What follows belongs to an exercise in optimizing a design on an open flow for small area and a short achievable clock period; a production flow would make more cautious choices. Only simulation tests tie the RTL to the original design; equivalence was not proved. No activity file was given, so power comes from the tool's default toggle rates.

==> flow/design.v, too long to show whole: its modules and the start of the top module <==
// module two_multipliers_one_adder: 59 lines
// module booth18: 16 lines
// module mul18cs: 619 lines
// module accumulate: 43 lines
// module half_dsp: 50 lines
// module dsp: 67 lines
module dsp (
A0, A1, B0, B1, C0, C1, D0, D1,
E0, E1, F0, F1, G0, G1, H0, H1,
from_previous, add_previous, clk, mode_0, mode_1, reset,
result0, result1
);
  // ...
==> flow/run.sh <==
#!/bin/bash
# synth_recipe.tcl (not shown) runs the flow's synth.tcl, then flattens the netlist and writes it again
# the make line also repeats each setting of config.mk as NAME=value (left out here)
make -C /OpenROAD-flow-scripts/flow DESIGN_CONFIG=/design/flow/config.mk WORK_HOME=/design/flow/orfs CLKGATE_MAP_FILE= SYNTH_SCRIPT=/design/flow/synth_recipe.tcl finish
==> flow/config.mk <==
export PLATFORM = sky130hd
export DESIGN_NAME = dsp
export DESIGN_NICKNAME = dsp
export VERILOG_FILES = /design/flow/design.v
export SDC_FILE = /design/flow/constraint.sdc
export NUM_CORES = 4
export LEC_CHECK = 0
export CAP_MARGIN = 20
export CORE_MARGIN = 2
export CORE_UTILIZATION = 40
export SETUP_SLACK_MARGIN = 4.0
export SLEW_MARGIN = 20
==> flow/constraint.sdc <==
create_clock -name core_clock -period 8.5 [get_ports {clk}]
set_input_delay 1.7000 -clock core_clock [delete_from_list [all_inputs] [get_ports {clk}]]
set_output_delay 1.7000 -clock core_clock [all_outputs]
set_load 0.01 [all_outputs]
==> flow_summary.json, run 1 <==
{
  "status": "timing/DRC/antenna clean",
  "yosysSeqAreaShare": 0.230,
  "cts_buffers": 169,
  "worstPathCellList": "buf_12, buf_6, buf_8, buf_12, and2_4, fa_1, fa_2, ha_4, a211o_1, o211ai_1, buf_4, a21oi_4, a211oi_4, o31ai_4, a211oi_4, o21ai_2, a31o_2, a211o_1, o211a_1",
  "pin_count": 625,
  "timing.rr.start": "sel_x",
  "period_share": 0.542,
  "path_clk_slew_ps": 60,
  "ant_nets": 0,
  "min_delay_path_depth": 1,
  "tightest_slew_ps": 1190,
  "die_h_um": 550,
  "avgSynthCellArea_um2": 9.41,
  "crit_slowest_cell": "fa_2",
  "crit_path_start_kind": "flip-flop",
  "pre_cts_ws_ps": 2460,
  "comb_power_w": 0.0234,
  "nNetsFinal": 15300,
  "clockPowerShare": 0.180,
  "yosys.area.top_type": "fa_1",
  "postPlaceCellArea_mm2": 0.128,
  "hold_viol_final": 0,
  "met2_usage": 0.451,
  "post-route-util": 0.467,
  "synthSimpleGateAreaFrac": 0.0903,
  "cts_buffer_depth": 4,
  "seq_power_w": 0.0111,
  "n_fill_cell": 28200,
  "nClkBuffers": 220,
  "setup_violations": 0,
  "start_util": 0.402,
  "ys_top_cells_by_area": "fa_1, dfxtp_1, xnor2_1",
  "grt_setup_unrepaired": "yes",
  "synth_edf_count": 0,
  "end_kind": "flip-flop",
  "avgRoutedWirePerCell_um": 26.4,
  "grt_max_degree": 70,
  "synth-adder-area-share": 0.307
}
==> run 2: changes to the inputs <==
==> flow/flow/run.sh (new file) <==
#!/bin/bash
# Standard layout, with one netlist step between synthesis and floorplan:
# flow/polarity.py rebuilds full adders on complemented signals where that
# removes inverters between them (a full adder is self-dual), and swaps
# xor2/xnor2 cells where that removes an inverter. Registers are untouched.
set -euo pipefail
R=orfs/results/${FLOW_PLATFORM}/dsp/base
bash standard.sh synth > synth.log 2>&1
cp $R/1_2_yosys.v yosys_std.v
python3 flow/polarity.py yosys_std.v polarity.v > polarity.log 2>&1
cp polarity.v $R/1_2_yosys.v
rm -f $R/1_synth.odb $R/1_synth.sdc
bash standard.sh > layout.log 2>&1
==> flow/flow/polarity.py (new file) <==
#!/usr/bin/env python3
"""Removes inverters between full-adder cells in a flat sky130hd netlist.

A full adder is self-dual: FA(~a, ~b, ~c) == (~cout, ~sum). Synthesis leaves
many full adders whose inputs or outputs pass through inverters. This picks,
for every fa cell, whether to build it on complemented signals (so that its
outputs carry the complement of what they carried before) to minimise the
number of inverters needed, then rewrites the netlist: every inverter is
removed and one inverter is placed per signal whose complement some pin
needs. The logic function of every register input and output port is
unchanged; register cells and their names are untouched.

usage: polarity.py IN.v OUT.v
"""
import re
import sys
from collections import defaultdict

XSWAP = {"sky130_fd_sc_hd__xor2_1": "sky130_fd_sc_hd__xnor2_1",
         "sky130_fd_sc_hd__xnor2_1": "sky130_fd_sc_hd__xor2_1"}
OUT_PINS = {"X", "Y", "Q", "Q_N", "SUM", "COUT", "HI", "LO"}
CELL_RE = re.compile(r"^(\s*)(sky130_fd_sc_hd__\w+)\s+(\S+)\s*\((.*?)\);", re.S | re.M)
PIN_RE = re.compile(r"\.(\w+)\(\s*((?:\\\S+\s)|[^()]*?)\s*\)")


def norm(e):
    return e.strip()


def main():
    src, dst = sys.argv[1], sys.argv[2]
    text = open(src).read()
    m_mod = re.search(r"^module\s+\w+\s*\((.*?)\);", text, re.S | re.M)
    ports = set(re.findall(r"[\w\\.\[\]$]+", m_mod.group(1)))
    # port base names (outputs/inputs) are never rewritten as drivers
    port_bases = set(p.split("[")[0] for p in ports)
    # nets named in assign statements are treated like ports
    for a in re.findall(r"^\s*assign\s+(.*?);", text, re.S | re.M):
        for n in re.findall(r"\\\S+|[A-Za-z_][\w$]*", a):
            port_bases.add(n.lstrip("\\").split("[")[0])

    cells = []
    for m in CELL_RE.finditer(text):
        typ, name, body = m.group(2), m.group(3), m.group(4)
        pins = [(p, norm(e)) for p, e in PIN_RE.findall(body)]
        cells.append(dict(typ=typ, name=name, pins=pins, span=m.span()))

    def base(net):
        n = net.lstrip("\\").split("[")[0].strip()
        return n

    def is_port(net):
        return base(net) in port_bases

    drv = {}
    for i, c in enumerate(cells):
        for p, e in c["pins"]:
            if p in OUT_PINS:
                drv[e] = (i, p)

    def is_inv(c):
        return re.match(r"sky130_fd_sc_hd__(clk)?inv_\d+$", c["typ"]) is not None

    def is_fa(c):
        return re.match(r"sky130_fd_sc_hd__fa_\d+$", c["typ"]) is not None

    # inverters we may remove: output net internal (not a port)
    removable = set()
    for i, c in enumerate(cells):
        if is_inv(c):
            y = dict(c["pins"])["Y"]
            if not is_port(y):
                removable.add(i)

    lit_cache = {}

    def lit(net):
        if net in lit_cache:
            return lit_cache[net]
        d = drv.get(net)
        if d is not None and d[0] in removable:
            a = dict(cells[d[0]]["pins"])["A"]
            r, p = lit(a)
            res = (r, p ^ 1)
        else:
            res = (net, 0)
        lit_cache[net] = res
        return res

    # load pins: every input pin of every kept cell
    loads = []  # (cell index, pin, root, pol)
    for i, c in enumerate(cells):
        if i in removable:
            continue
        for p, e in c["pins"]:
            if p in OUT_PINS:
                continue
            if not (e.startswith("\\") or re.match(r"[A-Za-z_]", e)):
                continue  # constant
            r, pol = lit(e)
            loads.append([i, p, r, pol])

    def is_x2(c):
        return c["typ"] in ("sky130_fd_sc_hd__xor2_1", "sky130_fd_sc_hd__xnor2_1")

    fa_idx = [i for i, c in enumerate(cells) if is_fa(c) or is_x2(c)]
    root_of_fa_out = {}  # root net -> fa cell index
    for i in fa_idx:
        for p, e in cells[i]["pins"]:
            if p in OUT_PINS:
                if is_port(e):
                    continue
                root_of_fa_out[e] = i
    flippable = set(i for i in fa_idx
                    if all(not (p in OUT_PINS and is_port(e)) for p, e in cells[i]["pins"]))

    flip = defaultdict(int)
    root_loads = defaultdict(list)
    for k, (i, p, r, pol) in enumerate(loads):
        root_loads[r].append(k)
    fa_in_loads = defaultdict(list)
    for k, (i, p, r, pol) in enumerate(loads):
        if i in flippable and is_fa(cells[i]):
            fa_in_loads[i].append(k)

    def eff(k):
        i, p, r, pol = loads[k]
        v = pol
        d = root_of_fa_out.get(r)
        if d is not None:
            v ^= flip[d]
        if i in flippable and is_fa(cells[i]):
            v ^= flip[i]
        return v

    n1 = defaultdict(int)
    for k in range(len(loads)):
        if eff(k):
            n1[loads[k][2]] += 1

    def cost_roots(roots):
        return sum(1 for r in roots if n1[r] > 0)

    def do_flip(i):
        touched = []
        for p, e in cells[i]["pins"]:
            if p in OUT_PINS and e in root_loads:
                touched.extend(root_loads[e])
        touched.extend(fa_in_loads[i])
        touched = list(set(touched))
        for k in touched:
            if eff(k):
                n1[loads[k][2]] -= 1
        flip[i] ^= 1
        for k in touched:
            if eff(k):
                n1[loads[k][2]] += 1

    def affected_roots(i):
        rs = set()
        for p, e in cells[i]["pins"]:
            if p in OUT_PINS:
                rs.add(e)
        for k in fa_in_loads[i]:
            rs.add(loads[k][2])
        return rs

    start = sum(1 for r in n1 if n1[r] > 0)
    improved = True
    rounds = 0
    while improved and rounds < 50:
        improved = False
        rounds += 1
        for i in fa_idx:
            if i not in flippable:
                continue
            rs = affected_roots(i)
            before = cost_roots(rs)
            do_flip(i)
            after = cost_roots(rs)
            if after < before:
                improved = True
            else:
                do_flip(i)
    import random
    rnd = random.Random(1)
    cand = [i for i in fa_idx if i in flippable]
    best = sum(1 for r in n1 if n1[r] > 0)
    best_flip = dict(flip)
    for it in range(30):
        for i in rnd.sample(cand, max(1, len(cand) // 20)):
            do_flip(i)
        improved = True
        while improved:
            improved = False
            for i in cand:
                rs = affected_roots(i)
                before = cost_roots(rs)
                do_flip(i)
                after = cost_roots(rs)
                if after < before:
                    improved = True
                elif after > before:
                    do_flip(i)
                else:
                    do_flip(i)
        cur = sum(1 for r in n1 if n1[r] > 0)
        if cur < best:
            best = cur
            best_flip = dict(flip)
        else:
            for i in cand:
                if flip[i] != best_flip.get(i, 0):
                    do_flip(i)
    end = sum(1 for r in n1 if n1[r] > 0)
    print(f"polarity: {len(fa_idx)} full adders, {sum(flip.values())} flipped, "
          f"inverters {sum(1 for i in removable)} -> {end} (start {start}), {rounds} rounds",
          file=sys.stderr)

    # rewrite
    newnets = []
    invname = {}
    counter = [0]

    def fresh(prefix):
        counter[0] += 1
        return f"_{prefix}{counter[0]}_"

    # flipped FA outputs drive fresh nets carrying the complement
    newroot = {}
    for i in fa_idx:
        if flip[i]:
            for p, e in cells[i]["pins"]:
                if p in OUT_PINS:
                    nn = fresh("polc")
                    newroot[e] = nn
                    newnets.append(nn)

    def root_net(r):
        return newroot.get(r, r)

    new_pin = {}  # (cell index, pin) -> expr
    for k, (i, p, r, pol) in enumerate(loads):
        v = eff(k)
        rn = root_net(r)
        if v:
            if rn not in invname:
                nn = fresh("poln")
                invname[rn] = nn
                newnets.append(nn)
            new_pin[(i, p)] = invname[rn]
        else:
            new_pin[(i, p)] = rn
    for i in fa_idx:
        if flip[i]:
            for p, e in cells[i]["pins"]:
                if p in OUT_PINS:
                    new_pin[(i, p)] = newroot[e]

    out = []
    pos = 0
    for i, c in enumerate(cells):
        s, e = c["span"]
        out.append(text[pos:s])
        pos = e
        if i in removable:
            continue
        indent = re.match(r"\s*", text[s:e]).group(0)
        pins = []
        typ = c["typ"]
        if is_x2(c) and flip[i]:
            typ = XSWAP[typ]
        for p, ex in c["pins"]:
            ex2 = new_pin.get((i, p), ex)
            if ex2.startswith("\\") and not ex2.endswith(" "):
                ex2 = ex2 + " "
            if is_x2(c) and flip[i] and p in OUT_PINS:
                p = "Y" if p == "X" else "X"
            pins.append(f"    .{p}({ex2})")
        out.append(f"{indent}{typ} {c['name']} (\n" + ",\n".join(pins) + "\n  );")
    rest = text[pos:]
    endi = rest.rindex("endmodule")
    extra = []
    for rn, nn in invname.items():
        a = rn if not rn.startswith("\\") or rn.endswith(" ") else rn + " "
        extra.append(f"  sky130_fd_sc_hd__inv_1 {fresh('polinv')} (\n    .A({a}),\n    .Y({nn})\n  );")
    body = "".join(out) + rest[:endi] + "\n".join(extra) + "\n" + rest[endi:]
    # declare new nets after the module header
    hdr_end = m_mod.end()
    decl = "".join(f"\n  wire {n};" for n in newnets)
    body = body[:hdr_end] + decl + body[hdr_end:]
    # drop declarations of scalar internal wires no longer referenced
    used = set(re.findall(r"\.\w+\(\s*(\\\S+|[\w$]+)", body))
    def keep_decl(m):
        n = m.group(1)
        if n in used or is_port(n):
            return m.group(0)
        return ""
    body = re.sub(r"\n  wire (_\w+_);", lambda m: keep_decl(m) and m.group(0), body)
    open(dst, "w").write(body)


if __name__ == "__main__":
    main()
==> flow/standard.sh (new file) <==
#!/bin/bash
# synth_recipe.tcl (not shown) runs the flow's synth.tcl, then flattens the netlist and writes it again
# the make line also repeats each setting of config.mk as NAME=value (left out here)
make -C /OpenROAD-flow-scripts/flow DESIGN_CONFIG=/design/flow/config.mk WORK_HOME=/design/flow/orfs CLKGATE_MAP_FILE= SYNTH_SCRIPT=/design/flow/synth_recipe.tcl "${@:-finish}"
removed: flow/run.sh
==> run 2 against run 1 <==
Largest cell class unchanged; core utilization is 0.082 points lower; combinational power up 3%; sequential power is essentially flat; first-iteration DRC count grew 2.6%; still clean; clock power shrank 0.8%; area after synthesis is 1.9% lower; final cell count is 4.1% lower; clock skew fell by 1.4 ps; die area down 1.9%; critical path depth down 2; largest power group unchanged; critical endpoint is now m0.m2.S_temp[107]; sequential share of layout area rose by 0.43 points.
==> flow_summary.json, run 2 <==
{
  "avgSynthCellArea_um2": 9.69,
  "core-area_mm2": 0.291,
  "avgRoutedWirePerCell_um": 28.3,
  "crit_path_start_kind": "flip-flop",
  "p_per_area_mw_per_mm2": 315,
  "cts.sinks": 1372,
  "crit_fanout": 7,
  "drv_cap": 0,
  "synthCells": 12100,
  "r2r_cells": 17,
  "clockPowerShare": 0.176,
  "fmax_mhz": 220,
  "final_cell_mix": "fa_1, dfxtp_1, a22oi_1, xnor2_1, inv_1",
  "syn-num-nets": 14500,
  "root_buffer": "clkbuf_16",
  "timing.rr.start": "sel_x",
  "setup_tns_ps": 0,
  "dieArea_mm2": 0.297,
  "tightest_slew_ps": 1290,
  "maxSlewViolCount": 0,
  "post-route-util": 0.466,
  "dr.pass1.iters": 6,
  "port_buffers": 624,
  "min_delay_path_depth": 1,
  "clk_latency_ps": 890,
  "via_per_inst": 5.76,
  "drc": 0,
  "crit_start": "sel_x",
  "grt_pass1_wl_um": 662000,
  "power.switching_w": 0.0197,
  "seqCellArea_mm2": 0.0275,
  "crit_slowest_cell": "fa_1",
  "r2r_setup_slack_ps": 3950,
  "vias": 93600,
  "max-slew-margin-rel": 0.136,
  "ant_nets": 0,
  "status": "timing/DRC/antenna clean",
  "cts_tree": "done",
  "period_share": 0.535,
  "n_fill_cell": 27400,
  "dpl.hpwl_um": 347000,
  "p_sw_frac": 0.460,
  "wl_um": 460000,
  "syn_area_mm2": 0.117,
  "r2r_end": "m0.m2.S_temp[107]",
  "ir_drop_mv": 0.182,
  "grt_usage": 0.303,
  "cp-endpoint": "m0.m2.S_temp[107]",
  "pin_count": 625,
  "overflow": 0,
  "cp_slowest_stage_delay_ps": 530,
  "end_kind": "flip-flop",
  "min_period_ps": 4550,
  "die_h_um": 545,
  "worstPathCellList": "buf_12, clkbuf_16, nand2_2, fa_1, inv_1, fa_1, ha_4, nand2_2, nor3_4, nand2_1, or3_4, a211oi_4, o31a_1, a21oi_4, o311a_1, xnor2_2, a221o_1",
  "cts_buffer_depth": 4,
  "grt_setup_unrepaired": "yes",
  "multi_input_area_mm2": 0.0846,
  "nNetsFinal": 14600,
  "hold_viol_final": 0,
  "hp-class": "reg -> reg",
  "synth_warnings": 3,
  "clock_skew_ps": 72.5,
  "antenna_found_initial": 39,
  "layout_commonest_cell": "fa_1",
  "arrival_ps": 5290,
  "start_util": 0.402,
  "cp_data_required_time_ps": 9240,
  "critical_path_class": "reg -> reg",
  "cts_htree_levels": 4,
  "seqPwrFrac": 0.263,
  "drt_iter0_drc": 9739,
  "grt_max_degree": 77,
  "setup_violations": 0,
  "gp_congestion": 1.04,
  "top_regs": "m0.m2.S_temp: 144 flops, m1.m2.S_temp: 144 flops",
  "drive_gt1_frac": 0.0793,
  "cts_buffers": 171,
  "area_growth_pct": 16.0,
  "rows": 198,
  "p_int_w": 0.0231,
  "grt_pass1_vias": 95500,
  "p_comb_frac": 0.562,
  "path_clk_slew_ps": 60,
  "p_leak_nw": 57.1,
  "die_w_um": 545
}
## run 2: cell type report
class | count | area share
clock inverter | 92 | 0.00748
clock buffer | 212 | 0.0345
inverter | 965 | 0.0267
tap | 3900 | 0.0360
antenna | 13 | 0.000240
timing repair buffer | 900 | 0.0686
sequential | 1372 | 0.203
multi-input combinational | 8813 | 0.624
## run 2: critical path, delay by kind of cell (launching register included)
family | cells | cell delay [ps]
and+or+nand+nor | 5 | 840
adders and majority gates | 3 | 1330
xor gates and xnor gates | 1 | 160
DFF | 1 | 410
buffers and inverters | 3 | 360
AOI/OAI and AO/OA | 5 | 1340
## run 2: worst min-delay path by stage
stage | startpoint | to | slack, ps
finish | m0.m1.B0_neg[1] | m0.m1.xs[2] | 630
global route | m0.m0.B0_neg[0] | m0.m0.xc[0] | 650
CTS | m0.m0.B0_neg[0] | m0.m0.xc[0] | 620
detailed placement | m0.m1.xs[35] | m0.m2.S_temp[71] | 620
global placement | m0.m1.B1_neg[0] | m0.m1.yc[0] | 640
floorplan | m0.m0.B1_neg[0] | m0.m0.yc[0] | 360
## run 2: timing repair
item / in CTS / in global routing
pin swaps: 65 / 111
buffers inserted: 64 / 64
resized for setup: 234 / 278
gates cloned: 15 / 10
hold buffers: 0 / 0
endpoints found under the setup margin: 266 / 141
## run 2: layer usage
layer  vias to the layer above  part of all wire  GRT usage  wire, um
li1                      40600                 -          -         -
met1                     47200              0.40      0.390    182000
met2                      4837              0.44      0.472    204000
met3                       968             0.085     0.0536     39000
met4                        26             0.075      0.187     34400
met5                         -           0.00032          0       149
## run 2: power groups by stage
stage	Sequential (W)	Combinational, W	Clock [W]
floorplan	0.00922	0.0157	0
global placement	0.0113	0.0228	0
detailed placement	0.0113	0.0230	0
CTS	0.0111	0.0236	0.00766
global route	0.0112	0.0266	0.00792
finish	0.0112	0.0240	0.00752
## run 2: through the flow
| step | hold slack (ps) | instances | instance area (um2) | power, W | worst slack, ps |
|---|---|---|---|---|---|
| after floorplan | 363 | 12100 | 117000 | 0.0249 | 3850 |
| after global placement | 637 | 15800 | 126000 | 0.0342 | 2310 |
| after detailed placement | 624 | 15800 | 126000 | 0.0343 | 2250 |
| after CTS | 621 | 16200 | 134000 | 0.0424 | 3900 |
| after global routing | 646 | 16300 | 136000 | 0.0457 | 3820 |
| final | 634 | 16300 | 136000 | 0.0428 | 3950 |
==> run 3: changes to the inputs <==
==> flow/flow/run.sh (replaced) <==
#!/bin/bash
# Standard layout with two changes:
# 1. One netlist step between synthesis and floorplan: flow/polarity.py
#    rebuilds full adders on complemented signals where that removes
#    inverters between them (a full adder is self-dual), and swaps xor2/xnor2
#    cells where that removes an inverter. Registers are untouched.
# 2. Every input and output port still gets a buffer, but a buf_1 instead of
#    the clkdlybuf4s50_1 that buffer_ports picks by default.
set -euo pipefail
R=orfs/results/${FLOW_PLATFORM}/dsp/base
bash standard.sh synth > synth.log 2>&1
cp $R/1_2_yosys.v yosys_std.v
python3 flow/polarity.py yosys_std.v polarity.v > polarity.log 2>&1
cp polarity.v $R/1_2_yosys.v
rm -f $R/1_synth.odb $R/1_synth.sdc
bash standard.sh "BUFFER_PORTS_ARGS=-buffer_cell sky130_fd_sc_hd__buf_1" finish > layout.log 2>&1
--- a/flow/config.mk
+++ b/flow/config.mk
@@ -7,6 +7,6 @@
 export LEC_CHECK = 0
 export CAP_MARGIN = 20
 export CORE_MARGIN = 2
-export CORE_UTILIZATION = 40
+export CORE_UTILIZATION = 55
 export SETUP_SLACK_MARGIN = 4.0
 export SLEW_MARGIN = 20
==> run 3 against run 2 <==
Fmax fell by 2.4%; critical endpoint is now m1.m2.S_temp[108]; final cell count fell by 6.9%; synthesized cell count did not move; highest routed layer unchanged; clock power fell by 4.7%; register-to-register slack got worse by 110 ps; combinational power fell by 3%; sequential power barely moved; non-clock buffer count fell by 20; die area fell by 27%; largest cell class unchanged; routed wire length fell by 3.9%.
==> flow_summary.json, run 3 <==
{
  "status": "timing/DRC/antenna clean",
  "pin_count": 625,
  "cts_tree": "done",
  "wl_um": 442000,
  "grt_usage": 0.400,
  "fin_total_pwr_w": 0.0417,
  "clock_skew_ps": 33.3,
  "fmax_mhz": 214,
  "antenna_found_initial": 26,
  "hp-class": "reg -> reg",
  "cts_buffer_depth": 3,
  "dieArea_mm2": 0.216,
  "cp_data_required_time_ps": 9220,
  "port_buffers": 624,
  "min_from": "m0.m0.yc[0]",
  "synth_warnings": 3,
  "top_regs": "m0.m2.S_temp: 144 flops, m1.m2.S_temp: 144 flops",
  "p_per_area_mw_per_mm2": 322,
  "path_clk_slew_ps": 60,
  "drc": 0,
  "end_kind": "flip-flop",
  "rows": 169,
  "hold_slack_ps": 644,
  "cts_htree_levels": 4,
  "ir_drop_mv": 0.270,
  "arrival_ps": 5390,
  "ant_nets": 0,
  "crit_path_start_kind": "flip-flop",
  "gp_congestion": 1.06,
  "hold_end": "m0.m2.A0_reg[0]",
  "nNetsFinal": 14600,
  "drt_iter0_drc": 11100,
  "grt_setup_unrepaired": "yes",
  "max-slew-margin-rel": 0.161,
  "r2r_end": "m1.m2.S_temp[108]",
  "core-area_mm2": 0.212,
  "n_fill_cell": 18100,
  "grt_max_degree": 68,
  "overflow": 0,
  "drive_gt1_frac": 0.0739,
  "start_util": 0.552,
  "r2r_cells": 21,
  "critical_path_class": "reg -> reg",
  "tightest_slew_ps": 1250,
  "timing.rr.start": "sel_y",
  "vias": 94800,
  "clk_latency_ps": 840,
  "via_per_inst": 6.26,
  "syn-num-nets": 14500,
  "root_buffer": "clkbuf_16",
  "seqCellArea_mm2": 0.0275,
  "final_cell_mix": "fa_1, dfxtp_1, a22oi_1, xnor2_1, inv_1",
  "grt_pass1_wl_um": 643000,
  "avgSynthCellArea_um2": 9.69,
  "p_leak_nw": 55.2,
  "setup_violations": 0,
  "die_h_um": 465,
  "syn_area_mm2": 0.117,
  "layout_commonest_cell": "fa_1",
  "cts_buffers": 157,
  "crit_slowest_cell": "or4_4",
  "cts_hold_buffers": 0,
  "worstPathCellList": "buf_12, buf_6, buf_8, buf_16, nand2_8, fa_1, inv_2, fa_1, ha_4, or4_4, o21ai_4, a21oi_4, a211oi_2, buf_4, o31ai_4, a211oi_4, buf_4, o21ai_2, a31o_4, a211o_1, o211a_1",
  "dr.pass1.iters": 7,
  "area_growth_pct": 10.9,
  "grt_pass1_vias": 94700,
  "multi_input_area_mm2": 0.0845,
  "die_w_um": 465,
  "period_share": 0.548,
  "maxSlewViolCount": 0,
  "cts.sinks": 1372,
  "crit_fanout": 6,
  "hold_viol_final": 0,
  "setup_tns_ps": 0,
  "r2r_setup_slack_ps": 3840,
  "synthCells": 12100,
  "min_period_ps": 4660,
  "dpl.hpwl_um": 334000,
  "avgRoutedWirePerCell_um": 29.2,
  "cp_slowest_stage_delay_ps": 520,
  "min_delay_path_depth": 2,
  "drv_cap": 0
}
[run 3: cell types whose count changed in the layout (fill, tap and decap cells not counted), sizes merged]
| cell | previous run | this run |
|---|---|---|
| clkdlybuf4s50 | 610 | 0 |
| buf | 261 | 863 |
| clkinv | 44 | 25 |
| diode | 13 | 22 |
| inv | 987 | 978 |
| bufbuf | 9 | 2 |
| clkinvlp | 13 | 20 |
| dlymetal6s2s | 6 | 0 |
| bufinv | 13 | 17 |
| dlygate4sd2 | 3 | 0 |
| clkbuf | 222 | 220 |
| clkdlybuf4s15 | 1 | 0 |
| nor2 | 282 | 281 |
[run 3: area by class of cell]
cell class / instances / share of cell area
tap: 2821 / 0.0272
antenna: 22 / 0.000424
clock inverter: 75 / 0.00752
sequential: 1372 / 0.212
clock buffer: 205 / 0.0340
inverter: 965 / 0.0280
timing repair buffer: 880 / 0.0396
multi-input combinational: 8812 / 0.651
[run 3: metrics by stage]
stage | std cells | worst slack (ps) | instance area (um2) | util
6_report | 15200 | 3840 | 130000 | 0.613
5_1_grt | 15100 | 3760 | 130000 | 0.613
4_1_cts | 15000 | 3870 | 127000 | 0.602
3_5_place_dp | 14700 | 2770 | 120000 | 0.568
3_3_place_gp | 14700 | 2820 | 120000 | 0.568
2_1_floorplan | 12100 | 3850 | 117000 | -
[run 3: critical path, delay by kind of cell, from the launching register on]
family                   cells  cell delay, ps
buffers and inverters        7             840
AND/OR/NAND/NOR              2             570
adder cells (fa/ha/maj)      3            1190
AO/OA/AOI/OAI                9            1540
flip-flops                   1             390
[run 3: per-layer routing]
| layer | vias to the layer above | track usage | share of wire |
|---|---|---|---|
| li1 | 40500 | - | - |
| met1 | 47500 | 0.529 | 0.39 |
| met2 | 5719 | 0.620 | 0.45 |
| met3 | 1027 | 0.0675 | 0.093 |
| met4 | 12 | 0.232 | 0.072 |
| met5 | - | 0 | 0.00048 |
[run 3: worst max path at each step]
stage | startpoint | endpoint | slack [ps] | cells past startpoint
after floorplan | from_previous[2] | m0.m2.S_temp[136] | 3850 | 12
after global placement | sel_y | m1.m2.S_temp[36] | 2820 | 17
after detailed placement | sel_y | m1.m2.S_temp[35] | 2770 | 17
after CTS | sel_y | m1.m2.S_temp[35] | 3870 | 18
after global routing | sel_y | m1.m2.S_temp[108] | 3760 | 21
final | sel_y | m1.m2.S_temp[108] | 3840 | 21
[run 3: report_power, final]
group / internal [W] / switching [W] / leakage (nW)
combinational: 0.00969 / 0.0135 / 41.1
clock: 0.00420 / 0.00298 / 2.59
sequential: 0.00856 / 0.00281 / 11.5
total: 0.0224 / 0.0193 / 55.2
[run 3: repair_timing]
item,4_1_cts,5_1_grt
setup endpoints to repair,262,156
buffers inserted,51,73
gates cloned,10,13
pin swaps,53,121
resized for setup,185,281
endpoints found under the hold margin,0,0
==> run 4: changes to the inputs <==
--- a/flow/config.mk
+++ b/flow/config.mk
@@ -7,6 +7,6 @@
 export LEC_CHECK = 0
 export CAP_MARGIN = 20
 export CORE_MARGIN = 2
-export CORE_UTILIZATION = 55
+export CORE_UTILIZATION = 65
 export SETUP_SLACK_MARGIN = 4.0
 export SLEW_MARGIN = 20
==> run 4 against run 3 <==
Critical path depth shrank 5; cell area shrank 0.97%; sequential cell count unchanged; register-to-register slack better by 20 ps; fmax increased by 0.52%; largest power group unchanged; clock power grew 2%; sequential share of layout area is 0.21 points higher; hold slack better by 3.8 ps; largest cell class unchanged; routed wire length fell by 4.2%.
==> flow_summary.json, run 4 <==
{
  "synth_warnings": 3,
  "root_buffer": "clkbuf_16",
  "cts_buffer_depth": 3,
  "period_share": 0.546,
  "overflow": 0,
  "grt_setup_unrepaired": "yes",
  "start_util": 0.655,
  "r2r_cells": 16,
  "core-area_mm2": 0.179,
  "min_from": "m0.m2.S_temp[70]",
  "grt_pass1_vias": 97100,
  "drc": 0,
  "path_clk_slew_ps": 70,
  "n_fill_cell": 13300,
  "setup_tns_ps": 0,
  "min_delay_path_depth": 2,
  "final_cell_mix": "fa_1, dfxtp_1, a22oi_1, xnor2_1, inv_1",
  "drv_cap": 0,
  "antenna_found_initial": 34,
  "hold_end": "m1.m2.S_temp[142]",
  "setup_violations": 0,
  "p_comb_frac": 0.553,
  "arrival_ps": 5360,
  "power.switching_w": 0.0192,
  "drt_iter0_drc": 12500,
  "clk_latency_ps": 830,
  "tightest_slew_ps": 1190,
  "drive_gt1_frac": 0.0661,
  "die_w_um": 428,
  "seqCellArea_mm2": 0.0275,
  "nNetsFinal": 14600,
  "port_buffers": 624,
  "synthCells": 12100,
  "ir_drop_mv": 0.333,
  "top_regs": "m0.m2.S_temp: 144 flops, m1.m2.S_temp: 144 flops",
  "multi_input_area_mm2": 0.0840,
  "layout_commonest_cell": "fa_1",
  "ant_nets": 0,
  "avgRoutedWirePerCell_um": 28.9,
  "vias": 96300,
  "p_leak_nw": 55.0,
  "crit_path_start_kind": "flip-flop",
  "p_per_area_mw_per_mm2": 325,
  "p_int_w": 0.0226,
  "crit_fanout": 10,
  "avgSynthCellArea_um2": 9.69,
  "dieArea_mm2": 0.183,
  "gp_congestion": 1.08,
  "pin_count": 625,
  "via_per_inst": 6.57,
  "r2r_setup_slack_ps": 3860,
  "area_growth_pct": 9.84,
  "grt_max_degree": 73,
  "cts_buffers": 155,
  "timing.rr.start": "sel_x",
  "seqPwrFrac": 0.272,
  "die_h_um": 428,
  "syn_area_mm2": 0.117,
  "r2r_end": "m0.m2.S_temp[107]",
  "fmax_mhz": 216,
  "cts_htree_levels": 4,
  "wl_um": 424000,
  "rows": 155,
  "cp_data_required_time_ps": 9220,
  "maxSlewViolCount": 0,
  "cts.sinks": 1372,
  "dr.pass1.iters": 9,
  "min_period_ps": 4640,
  "stdcell_count": 14700,
  "hp-class": "reg -> reg",
  "max-slew-margin-rel": 0.209,
  "critical_path_class": "reg -> reg",
  "syn-num-nets": 14500,
  "clockPowerShare": 0.175,
  "end_kind": "flip-flop",
  "status": "timing/DRC/antenna clean",
  "dpl.hpwl_um": 315000,
  "placed_cells": 14200,
  "clock_skew_ps": 31.6,
  "p_sw_frac": 0.460,
  "grt_usage": 0.453,
  "hold_viol_final": 0,
  "grt_pass1_wl_um": 624000,
  "cts_tree": "done"
}
-- run 4: worst max-delay path, cell delays in order, from the launching register on --
cell and delay (ps):
dfxtp_4 470, buf_8 170, buf_12 160, nand2_1 90, fa_1 460, fa_1 490
inv_1 40, ha_1 360, a21oi_4 90, o21a_1 230, or3_4 430, a211oi_4 250
o31a_1 270, a21oi_4 100, o311a_1 380, xnor2_1 160, a221o_1 360
-- run 4: power groups by stage --
stage	Clock [W]	Combinational, W	Sequential (W)
floorplan	0	0.0157	0.00922
global placement	0	0.0215	0.0113
detailed placement	0	0.0220	0.0113
CTS	0.00734	0.0223	0.0112
global route	0.00758	0.0255	0.0113
finish	0.00729	0.0231	0.0114
-- run 4: how the worst max path moves through the flow --
stage | slack [ps] | start | to
2_1_floorplan | 3850 | from_previous[2] | m0.m2.S_temp[136]
5_1_grt | 3680 | sel_x | m1.m2.S_temp[35]
3_3_place_gp | 2900 | sel_x | m1.m2.S_temp[103]
4_1_cts | 3910 | sel_y | m0.m2.S_temp[107]
6_report | 3860 | sel_x | m0.m2.S_temp[107]
3_5_place_dp | 2730 | sel_x | m1.m2.S_temp[103]
-- run 4: per-layer routing --
| layer | vias up | GRT usage | share of wire | wire (um) |
|---|---|---|---|---|
| li1 | 40500 | - | - | - |
| met1 | 47200 | 0.549 | 0.35 | 146000 |
| met2 | 6811 | 0.679 | 0.43 | 184000 |
| met3 | 1733 | 0.106 | 0.11 | 47300 |
| met4 | 20 | 0.396 | 0.11 | 46300 |
| met5 | - | 0 | 0.00031 | 132 |
-- run 4: through the flow --
step | worst slack [ps] | utilization | power (W) | instance area, um2 | hold slack (ps)
floorplan | 3850 | - | 0.0249 | 117000 | 363
global placement | 2900 | 0.669 | 0.0328 | 120000 | 574
detailed placement | 2730 | 0.669 | 0.0332 | 120000 | 631
CTS | 3910 | 0.707 | 0.0408 | 126000 | 638
global route | 3680 | 0.719 | 0.0443 | 128000 | 645
finish | 3860 | 0.719 | 0.0418 | 128000 | 648
-- run 4: area by class of cell --
| class | count | area share |
|---|---|---|
| diodes | 24 | 0.000468 |
| clock buffers | 185 | 0.0333 |
| clock inverters | 98 | 0.00958 |
| inverters | 965 | 0.0283 |
| multi-input cells | 8812 | 0.654 |
| flip-flops and latches | 1372 | 0.214 |
| well taps | 2355 | 0.0229 |
| repair buffers | 843 | 0.0375 |
-- run 4: repair_timing --
action / in CTS / in global routing
buffers inserted: 38 / 67
pin swaps: 26 / 90
setup endpoints to repair: 246 / 128
gates cloned: 11 / 15
hold buffers: 0 / 0
gates resized for setup: 109 / 253
==> run 5: changes to the inputs <==
--- a/flow/config.mk
+++ b/flow/config.mk
@@ -7,6 +7,6 @@
 export LEC_CHECK = 0
 export CAP_MARGIN = 20
 export CORE_MARGIN = 2
-export CORE_UTILIZATION = 65
+export CORE_UTILIZATION = 72
 export SETUP_SLACK_MARGIN = 4.0
 export SLEW_MARGIN = 20
==> run 5 against run 4 <==
Still clean on timing, DRC and antenna; register-to-register slack got worse by 120 ps; fmax decreased by 2.4%; setup slack got worse by 120 ps; combinational power increased by 4%; critical path depth increased by 1; cell area decreased by 0.30%; count of clock-buffer cells in the layout unchanged; largest cell class unchanged.
==> flow_summary.json, run 5 <==
{
  "min_period_ps": 4750,
  "overflow": 0,
  "synthCells": 12100,
  "avgSynthCellArea_um2": 9.69,
  "status": "timing/DRC/antenna clean",
  "cts_htree_levels": 4,
  "wl_um": 446000,
  "layout_commonest_cell": "fa_1",
  "period_share": 0.559,
  "stdcell_count": 14400,
  "cts_tree": "done",
  "cts_buffer_depth": 3,
  "nNetsFinal": 14600,
  "root_buffer": "clkbuf_16",
  "cp_data_required_time_ps": 9210,
  "cts_buffers": 150,
  "cp_slowest_stage_delay_ps": 550,
  "ir_drop_mv": 0.308,
  "antenna_found_initial": 49,
  "clk_latency_ps": 850,
  "finalInstanceArea_mm2": 0.128,
  "r2r_cells": 17,
  "min_from": "m0.m2.S_temp[66]",
  "crit_fanout": 8,
  "worstPathCellList": "buf_12, buf_12, nand2_4, fa_1, inv_2, fa_2, ha_4, a21o_1, a21oi_2, o21a_1, or3_4, a211oi_4, o31a_1, a21oi_4, o311a_1, xnor2_2, a221o_1",
  "vias": 101000,
  "dieArea_mm2": 0.166,
  "grt_setup_unrepaired": "yes",
  "path_clk_slew_ps": 60,
  "grt_max_degree": 71,
  "hold_viol_final": 0,
  "grt_pass1_wl_um": 642000,
  "hold_end": "m1.m2.S_temp[138]",
  "dpl.hpwl_um": 316000,
  "avgRoutedWirePerCell_um": 30.8,
  "r2r_end": "m0.m2.S_temp[107]",
  "setup_violations": 0,
  "fmax_mhz": 210,
  "crit_start": "sel_x",
  "cts.sinks": 1372,
  "end_kind": "flip-flop",
  "drc": 0,
  "final_cell_mix": "fa_1, dfxtp_1, a22oi_1, xnor2_1, inv_1",
  "critPathMostFrequentCell": "buf_12",
  "r2r_setup_slack_ps": 3750,
  "drv_cap": 0,
  "drive_gt1_frac": 0.0646,
  "max-slew-margin-rel": 0.190,
  "hp-class": "reg -> reg",
  "placed_cells": 14000,
  "area_growth_pct": 9.51,
  "start_util": 0.727,
  "synth_warnings": 3,
  "p_per_area_mw_per_mm2": 332,
  "grt_usage": 0.523,
  "setup_tns_ps": 0,
  "min_delay_path_depth": 2,
  "die_w_um": 407,
  "gp_congestion": 1.08,
  "crit_path_start_kind": "flip-flop",
  "drt_iter0_drc": 15900,
  "postPlaceCellArea_mm2": 0.119,
  "crit_slowest_cell": "fa_1",
  "arrival_ps": 5470,
  "syn-num-nets": 14500,
  "p_leak_nw": 54.9,
  "ant_nets": 0,
  "maxSlewViolCount": 0,
  "pin_count": 625,
  "rows": 147,
  "dr.pass1.iters": 12,
  "grt_pass1_vias": 102000,
  "syn_area_mm2": 0.117,
  "core-area_mm2": 0.161,
  "critical_path_class": "reg -> reg",
  "timing.rr.start": "sel_x",
  "top_regs": "m0.m2.S_temp: 144 flops, m1.m2.S_temp: 144 flops",
  "tightest_slew_ps": 1210,
  "via_per_inst": 6.97,
  "port_buffers": 624,
  "die_h_um": 407,
  "clock_skew_ps": 35.0,
  "fin_total_pwr_w": 0.0425
}
## run 5: how the worst max path moves through the flow
stage / endpoint / slack [ps]
CTS: m1.m2.S_temp[29] / 3940
finish: m0.m2.S_temp[107] / 3750
global route: m0.m2.S_temp[107] / 3720
global placement: m0.m2.B0_reg[35] / 2910
floorplan: m0.m2.S_temp[136] / 3850
detailed placement: m0.m2.S_temp[35] / 2550
## run 5: layout make-up
cell class,instances,area (um2)
multi-input combinational,8812,83900
fill,9575,32900
sequential,1372,27500
timing repair buffer,833,4850
clock buffer,185,4130
inverter,965,3630
tap,2160,2700
clock inverter,90,1230
antenna,30,75.1
## run 5: through the flow
| stage | setup WS (ps) | utilization | hold slack [ps] |
|---|---|---|---|
| after floorplan | 3850 | - | 363 |
| after global placement | 2910 | 0.741 | 590 |
| after detailed placement | 2550 | 0.741 | 618 |
| after CTS | 3940 | 0.783 | 636 |
| after global routing | 3720 | 0.795 | 656 |
| final | 3750 | 0.796 | 635 |
## run 5: repair_timing
| item | 4_1_cts | 5_1_grt |
|---|---|---|
| gates resized for setup | 131 | 234 |
| hold buffers | 0 | 0 |
| pin swaps | 50 | 117 |
| buffers inserted | 42 | 57 |
| gates cloned | 11 | 14 |
| endpoints found under the setup margin | 241 | 142 |
## run 5: power by group
| part | switching (W) | leakage, nW | total (W) | internal, W |
|---|---|---|---|---|
| Sequential | 0.00277 | 11.5 | 0.0113 | 0.00855 |
| Clock | 0.00305 | 2.60 | 0.00718 | 0.00413 |
| Combinational | 0.0141 | 40.9 | 0.0240 | 0.00989 |
## run 5: critical path: cells and delay by family (launching register included)
family / cells / cell delay [ps]
xor+xnor: 1 / 160
compound gates: 8 / 1900
fa+ha+maj: 3 / 1310
flops: 1 / 400
buf+inv: 3 / 350
simple gates: 2 / 490
## run 5: metal layers
metal | up-vias | wire length, um | GRT usage | share of wire
li1 | 40500 | - | - | -
met1 | 48100 | 142000 | 0.615 | 0.32
met5 | - | 280 | 0 | 0.00063
met4 | 38 | 51500 | 0.455 | 0.12
met3 | 2909 | 65600 | 0.174 | 0.15
met2 | 9302 | 186000 | 0.767 | 0.42
==> run 6: changes to the inputs <==
--- a/flow/config.mk
+++ b/flow/config.mk
@@ -7,6 +7,7 @@
 export LEC_CHECK = 0
 export CAP_MARGIN = 20
 export CORE_MARGIN = 2
-export CORE_UTILIZATION = 72
+export CORE_UTILIZATION = 55
+export CTS_BUF_LIST = sky130_fd_sc_hd__clkbuf_8
 export SETUP_SLACK_MARGIN = 4.0
 export SLEW_MARGIN = 20
==> run 6 against run 5 <==
Core utilization shrank 18 points; critical endpoint is now m0.m2.S_temp[103]; count of clock-buffer cells in the layout grew 94; routed wire length shrank 0.27%; die area grew 31%; final cell count grew 5.8%; sequential share of layout area shrank 0.22 points; power shrank 2.6%; critical path type unchanged; via count shrank 5.3%; clock power shrank 3.5%; register-to-register slack gained 90 ps.
==> flow_summary.json, run 6 <==
{
  "ant_nets": 0,
  "finalInstanceArea_mm2": 0.129,
  "die_w_um": 465,
  "drc": 0,
  "p_leak_nw": 55.5,
  "drt_iter0_drc": 11000,
  "synth_warnings": 3,
  "multi_input_area_mm2": 0.0841,
  "cts.sinks": 1372,
  "p_per_area_mw_per_mm2": 320,
  "grt_max_degree": 71,
  "pin_count": 625,
  "crit_fanout": 7,
  "root_buffer": "clkbuf_8",
  "start_util": 0.552,
  "rows": 169,
  "final_cell_mix": "fa_1, dfxtp_1, a22oi_1, xnor2_1, inv_1",
  "core-area_mm2": 0.212,
  "end_kind": "flip-flop",
  "cts_buffer_depth": 3,
  "synthCells": 12100,
  "r2r_setup_slack_ps": 3840,
  "ir_drop_mv": 0.229,
  "hold_end": "m0.m2.A0_reg[0]",
  "nNetsFinal": 14700,
  "placed_cells": 14700,
  "cts_htree_levels": 4,
  "postPlaceCellArea_mm2": 0.120,
  "clock_skew_ps": 54.7,
  "period_share": 0.549,
  "drv_cap": 0,
  "cts_tree": "done",
  "cts_hold_buffers": 0,
  "crit_start": "sel_x",
  "critical_path_class": "reg -> reg",
  "fmax_mhz": 214,
  "tightest_slew_ps": 1120,
  "die_h_um": 465,
  "antenna_found_initial": 22,
  "hp-class": "reg -> reg",
  "grt_pass1_vias": 95500,
  "syn-num-nets": 14500,
  "dr.pass1.iters": 9,
  "timing.rr.start": "sel_x",
  "post-route-util": 0.611,
  "drive_gt1_frac": 0.0773,
  "overflow": 0,
  "port_buffers": 624,
  "arrival_ps": 5570,
  "dieArea_mm2": 0.216,
  "crit_path_start_kind": "flip-flop",
  "via_per_inst": 6.24,
  "stdcell_count": 15300,
  "clk_latency_ps": 1060,
  "min_from": "m0.m0.yc[0]",
  "setup_violations": 0,
  "top_regs": "m0.m2.S_temp: 144 flops, m1.m2.S_temp: 144 flops",
  "avgSynthCellArea_um2": 9.69,
  "area_growth_pct": 10.6,
  "status": "timing/DRC/antenna clean",
  "wl_um": 444000,
  "seqCellArea_mm2": 0.0275,
  "grt_usage": 0.401,
  "hold_viol_final": 0,
  "cp_data_required_time_ps": 9410,
  "grt_pass1_wl_um": 645000,
  "cts_buffers": 231,
  "syn_area_mm2": 0.117,
  "grt_setup_unrepaired": "yes",
  "avgRoutedWirePerCell_um": 29.1,
  "path_clk_slew_ps": 60,
  "maxSlewViolCount": 0,
  "layout_commonest_cell": "fa_1",
  "r2r_cells": 19,
  "gp_congestion": 1.06,
  "setup_tns_ps": 0,
  "dpl.hpwl_um": 334000,
  "min_period_ps": 4660,
  "r2r_end": "m0.m2.S_temp[103]",
  "n_fill_cell": 18200,
  "vias": 95400,
  "max-slew-margin-rel": 0.251,
  "min_delay_path_depth": 2
}
-- run 6: cell type report --
class	count	area share
multi-input combinational	8812	0.651
sequential	1372	0.213
clock buffer	279	0.0297
timing repair buffer	869	0.0395
clock inverter	152	0.0120
antenna	19	0.000368
tap	2821	0.0273
inverter	965	0.0281
-- run 6: critical path: stages (launching register included) --
cell	delay, ps
dfxtp_4	410
buf_12	160
buf_8	120
buf_16	130
nand2_1	70
fa_1	520
inv_1	50
fa_1	490
ha_4	300
inv_2	50
nor3_4	250
nand2_1	90
or3_4	430
a211oi_4	260
o31a_1	260
a21oi_4	90
buf_4	170
o21ba_2	230
xnor2_2	140
o221a_2	280
-- run 6: how the worst max path moves through the flow --
stage                                    to  cells past startpoint  slack (ps)
after floorplan           m0.m2.S_temp[136]                     12        3850
after global placement     m1.m2.S_temp[36]                     17        2820
after detailed placement   m1.m2.S_temp[35]                     17        2770
after CTS                 m0.m2.S_temp[107]                     18        3830
after global routing      m0.m2.S_temp[103]                     19        3790
final                     m0.m2.S_temp[103]                     19        3840
-- run 6: power breakdown --
part           switching (W)  total (W)  internal [W]
clock network        0.00302    0.00693       0.00391
registers            0.00282     0.0114       0.00856
logic                 0.0135     0.0231       0.00964
-- run 6: routing by layer --
metal  global-route usage  up-vias  wire length (um)
met1                0.527    47900            173000
met4                0.240        6             32700
met3               0.0697     1134             40700
met2                0.620     5672            198000
met5                    0        -                57
li1                     -    40700                 -
-- run 6: through the flow --
stage                     hold WS (ps)  power, W  setup WS [ps]
after floorplan                    363    0.0249           3850
after global placement             623    0.0333           2820
after detailed placement           596    0.0335           2770
after CTS                          616    0.0409           3830
after global routing               651    0.0441           3790
final                              614    0.0414           3840
-- run 6: what timing repair did --
item | 4_1_cts | 5_1_grt
resized for setup | 169 | 221
gates cloned | 12 | 13
endpoints found under the setup margin | 266 | 140
buffers inserted | 48 | 63
pin swaps | 28 | 109
==> module two_multipliers_one_adder, before the edit <==
module two_multipliers_one_adder(
A0,
A1,
B0,
B1,
clk,
sel_x,
sel_y,
sel_pair,
P
);
input [17:0] A0;
input [17:0] A1;
input [17:0] B0;
input [17:0] B1;
input clk;
input sel_x;
input sel_y;
input sel_pair;
output [71:0] P;
reg [17:0] A0_registered;
reg [17:0] A1_registered;
reg [8:0] B0_one, B0_two, B0_neg, B1_one, B1_two, B1_neg;
reg B0_b17, B1_b17;
wire [8:0] b0_one, b0_two, b0_neg, b1_one, b1_two, b1_neg;
wire b0_b17, b1_b17;
booth18 e0(.b(B0), .one(b0_one), .two(b0_two), .neg(b0_neg), .b17(b0_b17));
booth18 e1(.b(B1), .one(b1_one), .two(b1_two), .neg(b1_neg), .b17(b1_b17));
wire [36:0] xs_w, xc_w, ys_w, yc_w;
reg [36:0] xs, xc, ys, yc;
mul18cs mx(.a(A0_registered), .one(B0_one), .two(B0_two), .neg(B0_neg), .b17(B0_b17),
           .s(xs_w), .c(xc_w));
mul18cs my(.a(A1_registered), .one(B1_one), .two(B1_two), .neg(B1_neg), .b17(B1_b17),
           .s(ys_w), .c(yc_w));
always @(posedge clk) begin
    A0_registered <= A0;
    A1_registered <= A1;
    B0_one <= b0_one; B0_two <= b0_two; B0_neg <= b0_neg; B0_b17 <= b0_b17;
    B1_one <= b1_one; B1_two <= b1_two; B1_neg <= b1_neg; B1_b17 <= b1_b17;
    xs <= xs_w;
    xc <= xc_w;
    ys <= ys_w;
    yc <= yc_w;
end
wire [36:0] q0 = xs & {37{sel_x}};
wire [36:0] q1 = xc & {37{sel_x}};
wire [36:0] q2 = ys & {37{sel_y}};
wire [36:0] q3 = yc & {37{sel_y}};
wire [36:0] t1s = q0 ^ q1 ^ q2;
wire [36:0] t1c = (q0 & q1) | (q0 & q2) | (q1 & q2);
wire [36:0] t1cs = {t1c[35:0], 1'b0};
wire [36:0] t2s = t1s ^ t1cs ^ q3;
wire [36:0] t2c = (t1s & t1cs) | (t1s & q3) | (t1cs & q3);
wire [36:0] lo = t2s + {t2c[35:0], 1'b0};
wire [35:0] A0xB0 = xs[35:0] + xc[35:0];
assign P[71:37] = {35{sel_pair}} & A0xB0[35:1];
assign P[36]    = (sel_pair & A0xB0[0]) | lo[36];
assign P[35:0]  = lo[35:0];
endmodule
==> run 7: changes to the inputs <==
--- a/flow/design.v
+++ b/flow/design.v
@@ -19,24 +19,24 @@
 input sel_pair;
 output [71:0] P;
 reg [17:0] A0_registered;
+reg [17:0] B0_registered;
 reg [17:0] A1_registered;
-reg [8:0] B0_one, B0_two, B0_neg, B1_one, B1_two, B1_neg;
-reg B0_b17, B1_b17;
+reg [17:0] B1_registered;
 wire [8:0] b0_one, b0_two, b0_neg, b1_one, b1_two, b1_neg;
 wire b0_b17, b1_b17;
-booth18 e0(.b(B0), .one(b0_one), .two(b0_two), .neg(b0_neg), .b17(b0_b17));
-booth18 e1(.b(B1), .one(b1_one), .two(b1_two), .neg(b1_neg), .b17(b1_b17));
+booth18 e0(.b(B0_registered), .one(b0_one), .two(b0_two), .neg(b0_neg), .b17(b0_b17));
+booth18 e1(.b(B1_registered), .one(b1_one), .two(b1_two), .neg(b1_neg), .b17(b1_b17));
 wire [36:0] xs_w, xc_w, ys_w, yc_w;
 reg [36:0] xs, xc, ys, yc;
-mul18cs mx(.a(A0_registered), .one(B0_one), .two(B0_two), .neg(B0_neg), .b17(B0_b17),
+mul18cs mx(.a(A0_registered), .one(b0_one), .two(b0_two), .neg(b0_neg), .b17(b0_b17),
            .s(xs_w), .c(xc_w));
-mul18cs my(.a(A1_registered), .one(B1_one), .two(B1_two), .neg(B1_neg), .b17(B1_b17),
+mul18cs my(.a(A1_registered), .one(b1_one), .two(b1_two), .neg(b1_neg), .b17(b1_b17),
            .s(ys_w), .c(yc_w));
 always @(posedge clk) begin
     A0_registered <= A0;
     A1_registered <= A1;
-    B0_one <= b0_one; B0_two <= b0_two; B0_neg <= b0_neg; B0_b17 <= b0_b17;
-    B1_one <= b1_one; B1_two <= b1_two; B1_neg <= b1_neg; B1_b17 <= b1_b17;
+    B0_registered <= B0;
+    B1_registered <= B1;
     xs <= xs_w;
     xc <= xc_w;
     ys <= ys_w;
--- a/flow/config.mk
+++ b/flow/config.mk
@@ -8,6 +8,5 @@
 export CAP_MARGIN = 20
 export CORE_MARGIN = 2
 export CORE_UTILIZATION = 55
-export CTS_BUF_LIST = sky130_fd_sc_hd__clkbuf_8
 export SETUP_SLACK_MARGIN = 4.0
 export SLEW_MARGIN = 20
==> run 7 against run 6 <==
Final cell count rose by 38%; clock power increased by 9.4%; synthesized cell count up 50%; register-to-register slack improved by 90 ps; via count rose by 39%; sequential power fell by 14%; area after synthesis rose by 20%; critical endpoint is now m0.m2.S_temp[106]; count of clock-buffer cells in the layout shrank 83; sequential share of layout area down 4.0 points; hold slack got worse by 94 ps; fmax rose by 2.1%; critical path type unchanged.
==> flow_summary.json, run 7 <==
{
  "nNetsFinal": 20000,
  "end_kind": "flip-flop",
  "finalInstanceArea_mm2": 0.152,
  "crit_slowest_cell": "fa_1",
  "pin_count": 625,
  "crit_fanout": 7,
  "ant_nets": 0,
  "cp_slowest_stage_delay_ps": 530,
  "clk_latency_ps": 900,
  "cts_buffer_depth": 4,
  "max-slew-margin-rel": 0.229,
  "timing.rr.start": "sel_y",
  "vias": 132000,
  "port_buffers": 624,
  "hold_slack_ps": 520,
  "fin_total_pwr_w": 0.0387,
  "final_cell_mix": "nand2_1, nor2_1, a21oi_1, o21ai_0, fa_1",
  "drv_cap": 0,
  "min_period_ps": 4570,
  "dr.pass1.iters": 8,
  "grt_max_degree": 109,
  "root_buffer": "clkbuf_16",
  "rows": 185,
  "area_growth_pct": 7.99,
  "critical_path_class": "reg -> reg",
  "tightest_slew_ps": 1160,
  "grt_usage": 0.400,
  "overflow": 0,
  "critPathMostFrequentCell": "fa_1",
  "die_h_um": 510,
  "period_share": 0.537,
  "via_per_inst": 6.27,
  "drc": 0,
  "status": "timing/DRC/antenna clean",
  "maxSlewViolCount": 0,
  "start_util": 0.554,
  "cts_buffers": 160,
  "critPathBufInv": 3,
  "avgRoutedWirePerCell_um": 25.7,
  "cp_data_required_time_ps": 9250,
  "cts_tree": "done",
  "dpl.hpwl_um": 401000,
  "cts_hold_buffers": 0,
  "postPlaceCellArea_mm2": 0.144,
  "cts.sinks": 1300,
  "syn-num-nets": 20500,
  "drive_gt1_frac": 0.0611,
  "antenna_found_initial": 52,
  "p_leak_nw": 62.5,
  "synth_warnings": 3,
  "r2r_setup_slack_ps": 3930,
  "top_regs": "m0.m2.S_temp: 144 flops, m1.m2.S_temp: 144 flops",
  "fmax_mhz": 219,
  "clock_skew_ps": 53.3,
  "die_w_um": 510,
  "gp_congestion": 1.02,
  "drt_iter0_drc": 16200,
  "min_from": "m0.m0.B1_registered[3]",
  "syn_area_mm2": 0.141,
  "hp-class": "reg -> reg",
  "grt_pass1_wl_um": 787000,
  "post-route-util": 0.598,
  "arrival_ps": 5320,
  "core-area_mm2": 0.254,
  "crit_path_start_kind": "flip-flop",
  "setup_tns_ps": 0,
  "crit_family": "compound AO/OA/AOI/OAI gates",
  "p_per_area_mw_per_mm2": 254,
  "grt_setup_unrepaired": "yes",
  "avgSynthCellArea_um2": 7.77,
  "hold_viol_final": 0,
  "grt_pass1_vias": 119000,
  "wl_um": 542000,
  "crit_start": "sel_y",
  "synthCells": 18100,
  "cts_htree_levels": 4,
  "setup_violations": 0,
  "dieArea_mm2": 0.260,
  "worstPathCellList": "buf_8, buf_12, nand2_4, fa_1, inv_1, fa_1, ha_4, o21ai_1, o21bai_1, o21ai_2, a41oi_4, nand4_1, a211o_1, a21oi_2, a211oi_2, xnor2_1, a22o_1",
  "layout_commonest_cell": "nand2_1",
  "ir_drop_mv": 0.269,
  "path_clk_slew_ps": 60
}
## run 7: worst paths after layout
kind / to / depth (start not counted)
max reg2reg: m0.m2.S_temp[106] / 17
min reg2reg: m0.m0.ys[2] / 0
min: m0.m0.ys[2] / 0
max: m0.m2.S_temp[106] / 17
## run 7: power by group
| part | internal, W | leakage, nW | total [W] | switching, W |
|---|---|---|---|---|
| registers | 0.00802 | 10.9 | 0.00979 | 0.00177 |
| clock network | 0.00448 | 2.82 | 0.00758 | 0.00311 |
| logic | 0.00829 | 48.9 | 0.0213 | 0.0130 |
| total | 0.0208 | 62.5 | 0.0387 | 0.0179 |
## run 7: timing repair
action                                  in CTS  in global routing
resized for setup                           82                218
gates cloned                                10                 19
setup buffers                               24                 68
endpoints found under the setup margin     307                194
pin swaps                                    4                 46
## run 7: layer usage
layer,routed length [um],GRT usage
met5,101,0
met4,39900,0.238
met3,53700,0.0780
met2,236000,0.605
met1,213000,0.533
## run 7: layout make-up
cell class	count	area [um2]
multi-input cells	13900	105000
fillers	23700	102000
flip-flops and latches	1300	26200
repair buffers	1078	6670
clock buffers	196	4460
inverters	1110	4220
well taps	3366	4210
clock inverters	98	1320
diodes	19	47.5
repair inverters	5	25.0
## run 7: per-stage QoR
stage          instances  worst slack (ps)
6_report           21100              3930
5_1_grt            21100              3840
4_1_cts            21000              3990
3_5_place_dp       20700              3120
3_3_place_gp       20700              3140
2_1_floorplan      18100              4010

-- re-timing with driven ports --
Ports are ideal in the flow. The routed layouts listed here were re-timed in OpenROAD.
Step 1 assumes that a clkbuf_16 drives the clock port and a buf_2 every other input.
Step 2 adds t to the input delays and takes it off the output delays; t is the mean of the earliest and latest rising clock arrival at the registers after step 1. Input paths then give back, and output paths get back, about the clock's delay inside the block.
Slacks: ideal / step 1 / step 2; pairs: ideal / step 1.
run | t, ns | setup WS [ns] | worst setup path after step 2
run 1 | 0.972 | 3.891 / 3.891 / 3.097 | input to register
run 2 | 0.961 | 3.950 / 3.950 / 3.081 | input to register
run 3 | 0.927 | 3.838 / 3.838 / 3.123 | input to register
run 4 | 0.915 | 3.862 / 3.862 / 3.183 | input to register
run 5 | 0.935 | 3.746 / 3.746 / 3.155 | input to register
run 6 | 1.135 | 3.838 / 3.838 / 3.099 | input to register
run 7 | 0.980 | 3.932 / 3.932 / 3.208 | input to register
After both steps setup and hold are still met in every run listed. The setup slack of run 2, which loses most, moves by 0.000 ns with the drivers and by -0.869 ns with both steps.
